What follows belongs to an exercise in optimizing a design on an open flow for small area; a production flow would make more cautious choices.
No run shown here included a check of the RTL's function; only the layout flow was run.
Power figures rest on the tool's default switching activity, not on a simulated workload.

==> flow/design.v, too long to show whole: its modules and the start of the top module <==
// module fir_lowpass: 2004 lines
// module fir_fa: 4 lines
// module fir_inv: 3 lines
// module fir_ha: 4 lines
module fir_lowpass #(
    parameter DATA_WIDTH = 16
) (
    input signed [DATA_WIDTH-1:0] i2s_data_in,
    output reg signed [(DATA_WIDTH+16)-1:0] i2s_data_out,
    input clk,
    input resetn
);
  // ...
==> flow/run.sh <==
#!/bin/bash
# synth_recipe.tcl (not shown) runs the flow's synth.tcl, then flattens the netlist and writes it again
# the make line also repeats each setting of config.mk as NAME=value (left out here)
make -C /OpenROAD-flow-scripts/flow DESIGN_CONFIG=/design/flow/config.mk WORK_HOME=/design/flow/orfs CLKGATE_MAP_FILE= SYNTH_SCRIPT=/design/flow/synth_recipe.tcl finish
==> flow/config.mk <==
export PLATFORM = sky130hd
export DESIGN_NAME = fir_lowpass
export DESIGN_NICKNAME = fir_lowpass
export VERILOG_FILES = /design/flow/design.v
export SDC_FILE = /design/flow/constraint.sdc
export NUM_CORES = 4
export LEC_CHECK = 0
export CAP_MARGIN = 20
export CORE_MARGIN = 2
export CORE_UTILIZATION = 60
export PLACE_DENSITY = 0.7
export SLEW_MARGIN = 20
export SYNTH_HIERARCHICAL = 1
export SYNTH_MINIMUM_KEEP_SIZE = 0
==> flow/constraint.sdc <==
create_clock -name core_clock -period 8.0 [get_ports {clk}]
set_input_delay 1.6000 -clock core_clock [delete_from_list [all_inputs] [get_ports {clk}]]
set_output_delay 1.6000 -clock core_clock [all_outputs]
set_load 0.01 [all_outputs]
==> flow_summary_export.csv, run 1 <==
group,metric,value,unit
worst_hold_path,min_path_cells,1,
detailed_routing,dr.max_layer_used,"met5",
detailed_routing,drtPass1Iterations,5,
setup_path,critPathKind,"flop to flop",
detailed_routing,initialDrtViolationCount,927,
placed_design,hpwl,54.8,mm
detailed_routing,vias,14162,
clock_network,tritoncts,"built",
grt,grt_overflow_total,0,
detailed_routing,routed-wl-met3,3.81,mm
power_and_ir_drop,comb-power,6930,uW
sta,report.final.slew_viol_count,0,
floorplanning,well_tap_count,585,
setup_path,r2r_cells,18,
logic_synthesis,ys_seq_area_frac,0.255,
logic_synthesis,synth_fa_ha_area_frac,0.628,
cells_and_area,inv_count,176,
cells_and_area,buffer_area_frac,0.0365,
detailed_routing,drt-met1-wl,24.3,mm
sta,hold_slack,0.363,ns
power_and_ir_drop,p_sw,4760,uW
setup_path,cpLargestDelayFamily,"adder cells",
placed_design,place.gp.congestion,1.01,
status,status,"timing/DRC/antenna clean",
logic_synthesis,synth_top_area_frac,0.615,
logic_synthesis,synth_ff_type,"dfxtp_1",
==> inputs of run 2 (changes only) <==
--- a/flow/config.mk
+++ b/flow/config.mk
@@ -8,6 +8,7 @@
 export CAP_MARGIN = 20
 export CORE_MARGIN = 2
 export CORE_UTILIZATION = 60
+export CTS_BUF_LIST = sky130_fd_sc_hd__clkbuf_4 sky130_fd_sc_hd__clkbuf_8
 export PLACE_DENSITY = 0.7
 export SLEW_MARGIN = 20
 export SYNTH_HIERARCHICAL = 1
==> run 2 against run 1 <==
Compared with the run above:
- power fell by 0.77%
- largest power group unchanged
- still clean
- synthesized cell count unchanged
- worst hold slack worse by 0.0083 ns
- count of clock-buffer cells in the layout rose by 42
- highest routed layer is now met4
- die area unchanged
==> flow_summary_export.csv, run 2 <==
group,metric,value,unit
status,status,"timing/DRC/antenna clean",
logic_synthesis,ys_warn_count,7,
logic_synthesis,synth_area,0.0262,mm2
clock_network,tritoncts,"built",
logic_synthesis,synth_common_cells,"fa_1 (806), dfxtp_1 (334), inv_1 (176), nand2_1 (142), nor2_1 (133)",
floorplanning,core_area,0.0432,mm2
clock_network,clockRootBuffer,"clkbuf_8",
power_and_ir_drop,p_per_area,363,mW/mm2
logic_synthesis,synth_xor_area_frac,0.00968,
setup_path,crit_fanout,4,
logic_synthesis,synth_top_area_frac,0.615,
floorplanning,die_area,0.0454,mm2
logic_synthesis,synth_ff_type,"dfxtp_1",
floorplanning,start_util,0.608,
logic_synthesis,synthDistinctLibCells,60,
setup_path,critPathKind,"flop to flop",
detailed_routing,routedWlPerCell,24.1,um
floorplanning,die_h,213,um
placed_design,place.gp.congestion,1.01,
job,cap_violations,0,
power_and_ir_drop,p_int,5850,uW
clock_network,clk_pin_slew_worst_paths,0.07,ns
placed_design,port_buffers,49,
clock_network,cts_max_level,2,
logic_synthesis,postSynth.asyncResetShare,0,
sta,hold_slack,0.355,ns
placed_design,dp_slack,0.252,ns
cells_and_area,final_cell_mix,"fa_1 (806), dfxtp_1 (334), inv_1 (175)",
power_and_ir_drop,p_sw_frac,0.449,
cells_and_area,final_nets,2843,
clock_network,cts_sinks,334,
grt,antenna_found_initial,1,
sta,min_period,7.71,ns
sta,setup_viol,0,
grt,grt_max_degree,82,
sta,tns,0,ns
clock_network,numCtsBuffers,57,
logic_synthesis,yosys.area_share.simple,0.0568,
setup_path,required,8.56,ns
detailed_routing,avgViaCountPerCell,5.45,
sta,hold_viol,0,
logic_synthesis,synth_cells,1826,
sta,max_clock_freq,130,MHz
grt,grt_pass1_vias,16927,
logic_synthesis,synth_fa_ha_area_frac,0.628,
detailed_routing,vias,14281,
logic_synthesis,synth_edf_count,0,
grt,met1_usage,0.409,
detailed_routing,drc,0,
grt,grtUsageMet3,0.0657,
sta,skew,0.0444,ns
detailed_routing,ant_nets,0,
floorplanning,boundaryPins,50,
setup_path,endpoint_kind,"flop",
power_and_ir_drop,p_sw,4770,uW
logic_synthesis,synth_top_family_by_area,"adder cells",
worst_hold_path,holdCritPathClass,"flop to flop",
logic_synthesis,synth_seq_cells,334,
logic_synthesis,synth.area.top_cells,"fa_1 (61%), dfxtp_1 (25%), inv_1 (2.5%)",
logic_synthesis,synth-compound-area-share,0.0184,
cells_and_area,synthToLayoutAreaGrowth,11.5,%
grt,top_usage_layer,"met2",
setup_path,cp-start-kind,"flop",
sta,fin_crit_sh,0.964,
setup_path,rrSetupSlack,0.29,ns
grt,grt_overflow_total,0,
power_and_ir_drop,pwr-share-clk,0.163,
sta,tightest_slew,0.973,ns
power_and_ir_drop,power.share.sequential,0.186,
cells_and_area,utilization,0.678,
floorplanning,fp-row-count,76,
clock_network,post_cts_buffers,0,
detailed_routing,initialDrtViolationCount,874,
logic_synthesis,synth.avg_cell_area,14.4,um2
setup_path,r2r-end,"q15_0$_DFF_P_",
setup_path,arrival,8.27,ns
logic_synthesis,yosysMostFrequentCell,"fa_1",
clock_network,clock_path_buffers,3,
cells_and_area,final_common_cell,"fa_1",
detailed_routing,drtPass1Iterations,5,
grt,grtUsageMet2,0.504,
setup_path,r2r-start,"r2[0]$_SDFF_PP0_",
clock_network,clock_latency,0.69,ns
grt,grt_usage,0.307,
setup_path,startpoint,"r2[0]$_SDFF_PP0_",
clock_network,cts_hold_buf,0,
power_and_ir_drop,combPwrFrac,0.651,
sta,relSlewSlack,0.351,
placed_design,hpwl,54.8,mm
power_and_ir_drop,irDropWorstVdd,0.000547,V
floorplanning,die_w,213,um
setup_path,r2r_cells,18,
cells_and_area,largest_reg_flops,32,
sta,report.final.slew_viol_count,0,
cells_and_area,drive_gt1_frac,0.0943,
detailed_routing,totalWireLength,63.1,mm
grt,grt_pass1_wl,98.7,mm
logic_synthesis,yosysTopAreaCell,"fa_1",
sta,setup_slack,0.290,ns
setup_path,setup.worst_path.end,"q15_0$_DFF_P_",
power_and_ir_drop,p_leak,0.0111,uW
cells_and_area,antennaDiodeCount,0,
cells_and_area,top_register,"i2s_data_out",
logic_synthesis,synth_mux_area_frac,0.00114,
sta,grt_setup_unrepaired,"false",
clock_network,cts_resized,0,
logic_synthesis,ys_seq_area_frac,0.255,
## run 2: stage by stage
step / total power, uW / cells / area [um2]
after floorplan: 7190 / 1844 / 26300
after global placement: 8660 / 2518 / 27900
after detailed placement: 8910 / 2518 / 27900
after CTS: 10700 / 2622 / 29300
after global routing: 11700 / 2622 / 29300
final: 10600 / 2622 / 29300
## run 2: final cells by class
| class | count | area (um2) |
|---|---|---|
| clock buffers | 89 | 1170 |
| clock inverters | 15 | 139 |
| fillers | 3207 | 13900 |
| inverters | 176 | 663 |
| multi-input cells | 1297 | 18800 |
| flip-flops and latches | 334 | 6690 |
| well taps | 585 | 732 |
| repair buffers | 126 | 1070 |
## run 2: power by group through the flow
| stage | Sequential [uW] | Clock [uW] | Combinational [uW] |
|---|---|---|---|
| after floorplan | 2020 | 0 | 5170 |
| after global placement | 2010 | 0 | 6650 |
| after detailed placement | 2020 | 0 | 6890 |
| after CTS | 1980 | 1770 | 6950 |
| after global routing | 1990 | 1840 | 7850 |
| final | 1980 | 1730 | 6920 |
## run 2: cell families (layout without fill, tap and decap cells)
family / Yosys count / after routing
adders and majority gates: 833 / 833
and+or+nand+nor: 346 / 346
AOI/OAI and AO/OA: 67 / 67
buffers and inverters: 213 / 406
muxes: 3 / 3
xor gates and xnor gates: 29 / 29
other: 1 / 19
DFF: 334 / 334
## run 2: how the worst min path moves through the flow
| stage | from | endpoint | slack [ns] | depth (start not counted) |
|---|---|---|---|---|
| 3_3_place_gp | r8[11]$_SDFF_PP0_ | r9[11]$_SDFF_PN1_ | 0.34 | 1 |
| 2_1_floorplan | r0[0]$_SDFF_PP0_ | r1[0]$_SDFF_PN1_ | 0.34 | 1 |
| 3_5_place_dp | r8[1]$_SDFF_PP0_ | r9[1]$_SDFF_PN1_ | 0.35 | 1 |
| 6_report | r8[8]$_SDFF_PP0_ | r9[8]$_SDFF_PN1_ | 0.35 | 1 |
| 4_1_cts | r8[8]$_SDFF_PP0_ | r9[8]$_SDFF_PN1_ | 0.36 | 1 |
| 5_1_grt | r8[13]$_SDFF_PP0_ | r9[13]$_SDFF_PN1_ | 0.37 | 1 |
## run 2: worst max-delay path: stages, from the launching register on
cell	delay, ns
dfxtp_1	0.32
ha_1	0.21
fa_1	0.38
fa_1	0.41
fa_1	0.40
fa_1	0.39
fa_1	0.43
fa_1	0.72
fa_1	0.49
fa_1	0.41
fa_1	0.48
fa_1	0.41
fa_1	0.41
inv_1	0.08
fa_1	0.43
fa_1	0.42
fa_1	0.39
fa_1	0.39
fa_1	0.45
## run 2: modules after synthesis (local to each module, per instance)
| module | cells | area [um2] | copies in the design | flops+latches |
|---|---|---|---|---|
| fir_fa | 1 | 20.0 | 806 | 0 |
| fir_ha | 1 | 12.5 | 14 | 0 |
| fir_inv | 1 | 3.75 | 1 | 0 |
| fir_lowpass | 1005 | 9930 | 1 | 334 |
## run 2: per-layer routing
layer / share of wire / wire [um] / up-vias
met5: 0 / 0 / -
met4: 0.041 / 2560 / 0
met3: 0.064 / 4030 / 117
met2: 0.51 / 32100 / 438
met1: 0.39 / 24400 / 7876
li1: - / - / 5850
==> inputs of run 3 (changes only) <==
--- a/flow/config.mk
+++ b/flow/config.mk
@@ -8,7 +8,8 @@
 export CAP_MARGIN = 20
 export CORE_MARGIN = 2
 export CORE_UTILIZATION = 60
-export CTS_BUF_LIST = sky130_fd_sc_hd__clkbuf_4 sky130_fd_sc_hd__clkbuf_8
+export CTS_CLUSTER_DIAMETER = 80
+export CTS_CLUSTER_SIZE = 30
 export PLACE_DENSITY = 0.7
 export SLEW_MARGIN = 20
 export SYNTH_HIERARCHICAL = 1
==> run 3 against run 2 <==
Compared with the run above:
- still clean
- first-iteration DRC count grew 1.3%
- flip-flop and latch count unchanged
- register-to-register slack got worse by 0.02 ns
- critical path type unchanged
- critical endpoint unchanged
- largest cell class unchanged
==> flow_summary_export.csv, run 3 <==
group,metric,value,unit
status,status,"timing/DRC/antenna clean",
clock_network,clock_latency,0.57,ns
logic_synthesis,synth_seq_cells,334,
sta,tightest_slew,0.952,ns
sta,report.final.slew_viol_count,0,
sta,tns,0,ns
clock_network,cts_resized,0,
sta,setup_viol,0,
cells_and_area,synthToLayoutAreaGrowth,9.69,%
setup_path,cp-start-kind,"flop",
power_and_ir_drop,combPwrFrac,0.678,
grt,grt_pass1_vias,16550,
clock_network,cts_hold_buf,0,
worst_hold_path,holdCritPathClass,"flop to flop",
logic_synthesis,synth_ff_type,"dfxtp_1",
logic_synthesis,synth_cells,1826,
power_and_ir_drop,p_int,5460,uW
power_and_ir_drop,p_sw,4750,uW
detailed_routing,avgViaCountPerCell,5.46,
setup_path,r2r_cells,18,
setup_path,slowest_stage,"fa_1",
logic_synthesis,yosysMostFrequentCell,"fa_1",
detailed_routing,initialDrtViolationCount,885,
logic_synthesis,synth_area,0.0262,mm2
logic_synthesis,ys_seq_area_frac,0.255,
logic_synthesis,synth_edf_count,0,
grt,grt_pass1_wl,97.2,mm
floorplanning,die_area,0.0454,mm2
cells_and_area,final_common_cell,"fa_1",
setup_path,critPathKind,"flop to flop",
detailed_routing,totalWireLength,61.9,mm
cells_and_area,drive_gt1_frac,0.0649,
cells_and_area,final_cell_mix,"fa_1 (806), dfxtp_1 (334), inv_1 (175)",
logic_synthesis,synthDistinctLibCells,60,
clock_network,post_cts_buffers,0,
grt,grt_max_degree,82,
logic_synthesis,synth_common_cells,"fa_1 (806), dfxtp_1 (334), inv_1 (176), nand2_1 (142), nor2_1 (133)",
power_and_ir_drop,pwr-share-clk,0.128,
clock_network,clock_path_buffers,3,
setup_path,required,8.44,ns
sta,skew,0.0200,ns
grt,grt_overflow_total,0,
power_and_ir_drop,power.share.sequential,0.193,
placed_design,place.gp.congestion,1.01,
logic_synthesis,synth.area.top_cells,"fa_1 (61%), dfxtp_1 (25%), inv_1 (2.5%)",
clock_network,cts_sinks,334,
clock_network,clk_pin_slew_worst_paths,0.09,ns
setup_path,crit_fanout,4,
power_and_ir_drop,p_sw_frac,0.465,
logic_synthesis,synth_top_area_frac,0.615,
power_and_ir_drop,p_per_area,355,mW/mm2
detailed_routing,routedWlPerCell,24.2,um
clock_network,cts_max_level,1,
setup_path,cp.depth,18,
logic_synthesis,synth.avg_cell_area,14.4,um2
worst_hold_path,min_path_cells,1,
detailed_routing,drc,0,
cells_and_area,utilization,0.667,
placed_design,hpwl,54.8,mm
setup_path,crit_buf_inv,1,
setup_path,endpoint_kind,"flop",
floorplanning,start_util,0.608,
floorplanning,die_h,213,um
sta,hold_slack,0.367,ns
setup_path,cpLargestDelayFamily,"adder cells",
sta,grt_setup_unrepaired,"false",
sta,relSlewSlack,0.365,
power_and_ir_drop,p_leak,0.0108,uW
sta,setup_slack,0.270,ns
cells_and_area,fillCellCount,3217,
clock_network,clockRootBuffer,"clkbuf_16",
cells_and_area,top_register,"i2s_data_out",
sta,min_period,7.73,ns
floorplanning,boundaryPins,50,
detailed_routing,vias,13958,
job,cap_violations,0,
setup_path,arrival,8.17,ns
grt,antenna_found_initial,1,
cells_and_area,stdcell_count,2558,
detailed_routing,ant_nets,0,
floorplanning,fp-row-count,76,
setup_path,max_stage_delay,0.69,ns
logic_synthesis,ys_warn_count,7,
floorplanning,core_area,0.0432,mm2
grt,grt_usage,0.301,
floorplanning,die_w,213,um
power_and_ir_drop,irDropWorstVdd,0.000558,V
cells_and_area,largest_reg_flops,32,
logic_synthesis,postSynth.asyncResetShare,0,
placed_design,port_buffers,49,
sta,max_clock_freq,129,MHz
clock_network,tritoncts,"built",
placed_design,dp_slack,0.252,ns
sta,fin_crit_sh,0.966,
sta,hold_viol,0,
placed_design,dp.cells,2518,
clock_network,numCtsBuffers,23,
logic_synthesis,yosysTopAreaCell,"fa_1",
cells_and_area,antennaDiodeCount,0,
detailed_routing,drtPass1Iterations,6,
setup_path,crit_top_cell,"fa_1",
cells_and_area,final_nets,2809,
setup_path,crit_chain,"ha_1 -> fa_1 -> fa_1 -> fa_1 -> fa_1 -> fa_1 -> fa_1 -> fa_1 -> fa_1 -> fa_1 -> fa_1 -> fa_1 -> inv_1 -> fa_1 -> fa_1 -> fa_1 -> fa_1 -> fa_1",
-- run 3: Yosys stat by module (local to each module, per instance) --
module       flops+latches  cells inside  cell area (um2)
fir_ha                   0             1             12.5
fir_fa                   0             1             20.0
fir_inv                  0             1             3.75
fir_lowpass            334          1005             9930
-- run 3: layer usage --
metal / vias to the layer above / track usage / routed length [um]
met5: - / 0 / 0
met4: 0 / 0.104 / 2440
met3: 105 / 0.0591 / 3900
met2: 418 / 0.501 / 31800
met1: 7679 / 0.404 / 23700
li1: 5756 / - / -
-- run 3: kinds of logic after synthesis --
kind of cell,count (synthesis),synth area share
mux,3,0.00114
flops,334,0.255
compound gates,67,0.0184
xor+xnor,29,0.00968
fa+ha+maj,833,0.628
other cells,1,0.000143
buf+inv,213,0.0315
simple gates,346,0.0568
-- run 3: final cells by class --
class	instances	area, um2	area share
flip-flops and latches	334	6690	0.232
well taps	585	732	0.0254
repair buffers	126	1070	0.0370
clock inverters	16	253	0.00878
multi-input cells	1297	18800	0.653
inverters	176	663	0.0230
clock buffers	24	589	0.0205
-- run 3: worst register-to-register path, cell delays in order, from the launching register on --
cell and delay [ns]:
dfxtp_1 0.33, ha_1 0.21, fa_1 0.38, fa_1 0.41, fa_1 0.40, fa_1 0.39
fa_1 0.69, fa_1 0.49, fa_1 0.42, fa_1 0.44, fa_1 0.48, fa_1 0.41
fa_1 0.41, inv_1 0.08, fa_1 0.43, fa_1 0.42, fa_1 0.39, fa_1 0.39
fa_1 0.44
-- run 3: stage by stage --
step | area [um2] | power (uW)
2_1_floorplan | 26300 | 7190
3_3_place_gp | 27900 | 8660
3_5_place_dp | 27900 | 8910
4_1_cts | 28800 | 10300
5_1_grt | 28800 | 11300
6_report | 28800 | 10200
-- run 3: worst paths after layout --
path / startpoint / end / slack, ns
worst max-delay path: r2[0]$_SDFF_PP0_ / q15_0$_DFF_P_ / 0.27
worst min register to register: r8[7]$_SDFF_PP0_ / r9[7]$_SDFF_PN1_ / 0.37
worst max register to register: r2[0]$_SDFF_PP0_ / q15_0$_DFF_P_ / 0.27
worst min-delay path: r8[7]$_SDFF_PP0_ / r9[7]$_SDFF_PN1_ / 0.37
-- run 3: power by group through the flow --
| stage | Clock [uW] | Sequential (uW) | Combinational [uW] |
|---|---|---|---|
| after floorplan | 0 | 2020 | 5170 |
| after global placement | 0 | 2010 | 6650 |
| after detailed placement | 0 | 2020 | 6890 |
| after CTS | 1350 | 1980 | 6930 |
| after global routing | 1410 | 1990 | 7860 |
| final | 1310 | 1970 | 6930 |
==> inputs of run 4 (changes only) <==
--- a/flow/config.mk
+++ b/flow/config.mk
@@ -8,8 +8,7 @@
 export CAP_MARGIN = 20
 export CORE_MARGIN = 2
 export CORE_UTILIZATION = 60
-export CTS_CLUSTER_DIAMETER = 80
-export CTS_CLUSTER_SIZE = 30
+export GPL_TIMING_DRIVEN = 0
 export PLACE_DENSITY = 0.7
 export SLEW_MARGIN = 20
 export SYNTH_HIERARCHICAL = 1
==> run 4 against run 3 <==
Compared with the run above:
- still clean
- first-iteration DRC count is 0.11% higher
- sequential share of layout area down 0.18 points
- combinational power about the same
- synthesized area unchanged
- synthesized cell count unchanged
- via count up 3.1%
- fmax fell by 1.6%
- setup slack worse by 0.13 ns
- largest power group unchanged
==> flow_summary_export.csv, run 4 <==
group,metric,value,unit
power_and_ir_drop,p_int,6040,uW
sta,min_period,7.86,ns
placed_design,dp.cells,2478,
sta,fin_crit_sh,0.982,
sta,hold_viol,0,
grt,grt_usage,0.317,
grt,grt_overflow_total,0,
cells_and_area,utilization,0.673,
logic_synthesis,synth_area,0.0262,mm2
detailed_routing,ant_nets,0,
detailed_routing,avgViaCountPerCell,5.63,
logic_synthesis,yosysMostFrequentCell,"fa_1",
floorplanning,fp-row-count,76,
grt,grt_pass1_wl,99.9,mm
setup_path,critPathKind,"flop to flop",
power_and_ir_drop,power.share.sequential,0.183,
sta,grt_setup_unrepaired,"false",
floorplanning,die_h,213,um
cells_and_area,stdcell_count,2556,
placed_design,place.gp.congestion,0.985,
detailed_routing,dr.max_layer_used,"met4",
logic_synthesis,synth_cells,1826,
cells_and_area,largest_reg_flops,32,
logic_synthesis,synth_top_area_frac,0.615,
sta,skew,0.0171,ns
grt,antenna_found_initial,0,
detailed_routing,routedWlPerCell,25.5,um
detailed_routing,initialDrtViolationCount,886,
power_and_ir_drop,combPwrFrac,0.640,
clock_network,cts_sinks,334,
detailed_routing,drc,0,
clock_network,clock_path_buffers,3,
power_and_ir_drop,irDropWorstVdd,0.000561,V
detailed_routing,drtPass1Iterations,6,
cells_and_area,synthToLayoutAreaGrowth,10.7,%
status,status,"timing/DRC/antenna clean",
grt,grt_pass1_vias,16494,
logic_synthesis,postSynth.asyncResetShare,0,
job,cap_violations,0,
detailed_routing,vias,14395,
logic_synthesis,ys_seq_area_frac,0.255,
sta,setup_viol,0,
detailed_routing,wl_met2,33.2,mm
power_and_ir_drop,p_leak,0.0108,uW
floorplanning,start_util,0.608,
clock_network,clk_pin_slew_worst_paths,0.06,ns
logic_synthesis,synth_ff_type,"dfxtp_1",
placed_design,dpl-instance-area,0.0275,mm2
sta,hold_slack,0.364,ns
power_and_ir_drop,power,10800,uW
cells_and_area,final_nets,2791,
logic_synthesis,yosysTopAreaCell,"fa_1",
setup_path,cp-start-kind,"flop",
floorplanning,die_area,0.0454,mm2
sta,tightest_slew,1.03,ns
detailed_routing,routed-wl-met3,4.43,mm
sta,relSlewSlack,0.312,
setup_path,endpoint_kind,"flop",
logic_synthesis,synth.avg_cell_area,14.4,um2
detailed_routing,totalWireLength,65.2,mm
setup_path,arrival,8.29,ns
logic_synthesis,synthDistinctLibCells,60,
cells_and_area,final_common_cell,"fa_1",
clock_network,tritoncts,"built",
grt,grt_max_degree,15,
setup_path,required,8.43,ns
clock_network,cts_max_level,2,
floorplanning,boundaryPins,50,
floorplanning,core_area,0.0432,mm2
power_and_ir_drop,pwr-share-clk,0.176,
cells_and_area,drive_gt1_frac,0.0553,
setup_path,crit_fanout,5,
placed_design,port_buffers,49,
logic_synthesis,ys_warn_count,7,
floorplanning,die_w,213,um
clock_network,numCtsBuffers,39,
cells_and_area,postLayoutCellArea,0.0291,mm2
clock_network,clockRootBuffer,"clkbuf_16",
detailed_routing,drt-met1-wl,24.6,mm
power_and_ir_drop,p_per_area,373,mW/mm2
power_and_ir_drop,p_sw_frac,0.443,
logic_synthesis,synth.area.top_cells,"fa_1 (61%), dfxtp_1 (25%), inv_1 (2.5%)",
sta,max_clock_freq,127,MHz
worst_hold_path,holdCritPathClass,"flop to flop",
power_and_ir_drop,p_sw,4810,uW
placed_design,hpwl,55.8,mm
logic_synthesis,synth_seq_cells,334,
cells_and_area,top_register,"i2s_data_out",
logic_synthesis,synth_common_cells,"fa_1 (806), dfxtp_1 (334), inv_1 (176), nand2_1 (142), nor2_1 (133)",
clock_network,clock_latency,0.57,ns
sta,report.final.slew_viol_count,0,
logic_synthesis,synth_edf_count,0,
cells_and_area,final_cell_mix,"fa_1 (797), dfxtp_1 (329), inv_1 (176)",
run 4: cell count changes in the layout (fill, tap and decap cells not counted), sizes merged:
cell           delta
inv               -4
buf              -67
bufinv            +5
clkdlybuf4s18     +1
clkbuf           +60
clkinvlp          +2
clkinv            -2
dlygate4sd1       +1
diode             +1
clkdlybuf4s50     +1
run 4: stage by stage:
| step | TNS, ns | worst slack [ns] |
|---|---|---|
| detailed placement | -0.388 | -0.219 |
| CTS | 0 | 0.0110 |
| global route | 0 | 0.00687 |
| floorplan | 0 | 0.564 |
| finish | 0 | 0.142 |
| global placement | -0.292 | -0.177 |
run 4: path summary, 6_finish.rpt:
path | start | end | slack [ns] | cells past startpoint
setup / recovery | r5[0]$_SDFF_PN1_ | q15_0$_DFF_P_ | 0.14 | 17
hold / removal | r8[13]$_SDFF_PP0_ | r9[13]$_SDFF_PN1_ | 0.36 | 1
setup reg to reg | r5[0]$_SDFF_PN1_ | q15_0$_DFF_P_ | 0.14 | 17
hold reg to reg | r8[13]$_SDFF_PP0_ | r9[13]$_SDFF_PN1_ | 0.36 | 1
run 4: cell families after synthesis:
| kind of cell | count (synthesis) | share of synthesized area |
|---|---|---|
| buf+inv | 213 | 0.0315 |
| compound gates | 67 | 0.0184 |
| xor+xnor | 29 | 0.00968 |
| fa+ha+maj | 833 | 0.628 |
| other cells | 1 | 0.000143 |
| simple gates | 346 | 0.0568 |
| flops | 334 | 0.255 |
| mux | 3 | 0.00114 |
run 4: worst max-delay path, stage by stage (launching register included):
cell and delay (ns):
dfxtp_1 0.33, ha_2 0.19, fa_1 0.40, fa_1 0.39
fa_1 0.40, fa_1 0.41, fa_1 0.41, fa_1 0.41
fa_1 0.93, fa_1 0.55, fa_1 0.45, fa_1 0.40
fa_1 0.45, fa_1 0.41, fa_1 0.38, fa_1 0.39
fa_1 0.39, fa_1 0.42
run 4: power by group through the flow:
stage	sequential, uW	combinational, uW	clock (uW)
after floorplan	2020	5170	0
after global placement	2020	6630	0
after detailed placement	2030	6870	0
after CTS	1990	6950	1950
after global routing	2010	7810	2010
final	1990	6950	1910
run 4: modules after synthesis (local to each module, per instance):
module / cells inside / times used / cell area, um2
fir_fa: 1 / 806 / 20.0
fir_ha: 1 / 14 / 12.5
fir_inv: 1 / 1 / 3.75
fir_lowpass: 1005 / 1 / 9930
run 4: layer usage:
| metal | global-route usage | vias to the layer above |
|---|---|---|
| met5 | 0 | - |
| met4 | 0.131 | 0 |
| met3 | 0.0646 | 143 |
| met2 | 0.521 | 509 |
| met1 | 0.418 | 8005 |
| li1 | - | 5738 |
run 4: what timing repair did:
| item | CTS | global route |
|---|---|---|
| buffers inserted | 0 | 6 |
| pin swaps | 0 | 4 |
| hold buffers | 0 | 0 |
| gates resized for setup | 4 | 15 |
| endpoints found under the hold margin | 0 | 0 |
| cloned | 0 | 0 |
| setup endpoints to repair | 2 | 4 |
run 4: final cells by class:
type	instances	area (um2)
multi-input cells	1297	18900
fillers	3149	14100
flip-flops and latches	334	6700
clock buffers	54	1140
well taps	585	732
inverters	176	661
repair buffers	55	536
clock inverters	17	251
plain buffers	37	166
diodes	1	2.50

separate check: timing with driven ports:
The results above use ideal ports. As a check the final layouts listed here were re-extracted and re-timed, cells and wires unchanged. Step 1 (the two cells are an assumption about what drives the block):
set clk [get_ports {clk}]
set_driving_cell -lib_cell sky130_fd_sc_hd__clkbuf_16 $clk
set_driving_cell -lib_cell sky130_fd_sc_hd__buf_2 [delete_from_list [all_inputs] $clk]
Step 2, shift: input delay + t, output delay - t, t = (earliest + latest rising clock arrival at the registers) / 2. This alone moves slack from input paths to output paths. a / b / c = ideal / step 1 / step 2; a / b = the first two.
| run | shift t [ns] | slack for setup (ns) | worst setup path after step 2 | latest minus earliest clock arrival (ns) |
|---|---|---|---|---|
| run 1 | 0.609 | 0.291 / 0.291 / 0.291 | register to register | 0.023 / 0.023 |
| run 2 | 0.722 | 0.290 / 0.290 / 0.290 | register to register | 0.045 / 0.045 |
| run 3 | 0.615 | 0.270 / 0.270 / 0.270 | register to register | 0.022 / 0.021 |
| run 4 | 0.611 | 0.142 / 0.142 / 0.142 | register to register | 0.018 / 0.018 |
After both steps every run listed still meets setup and hold.
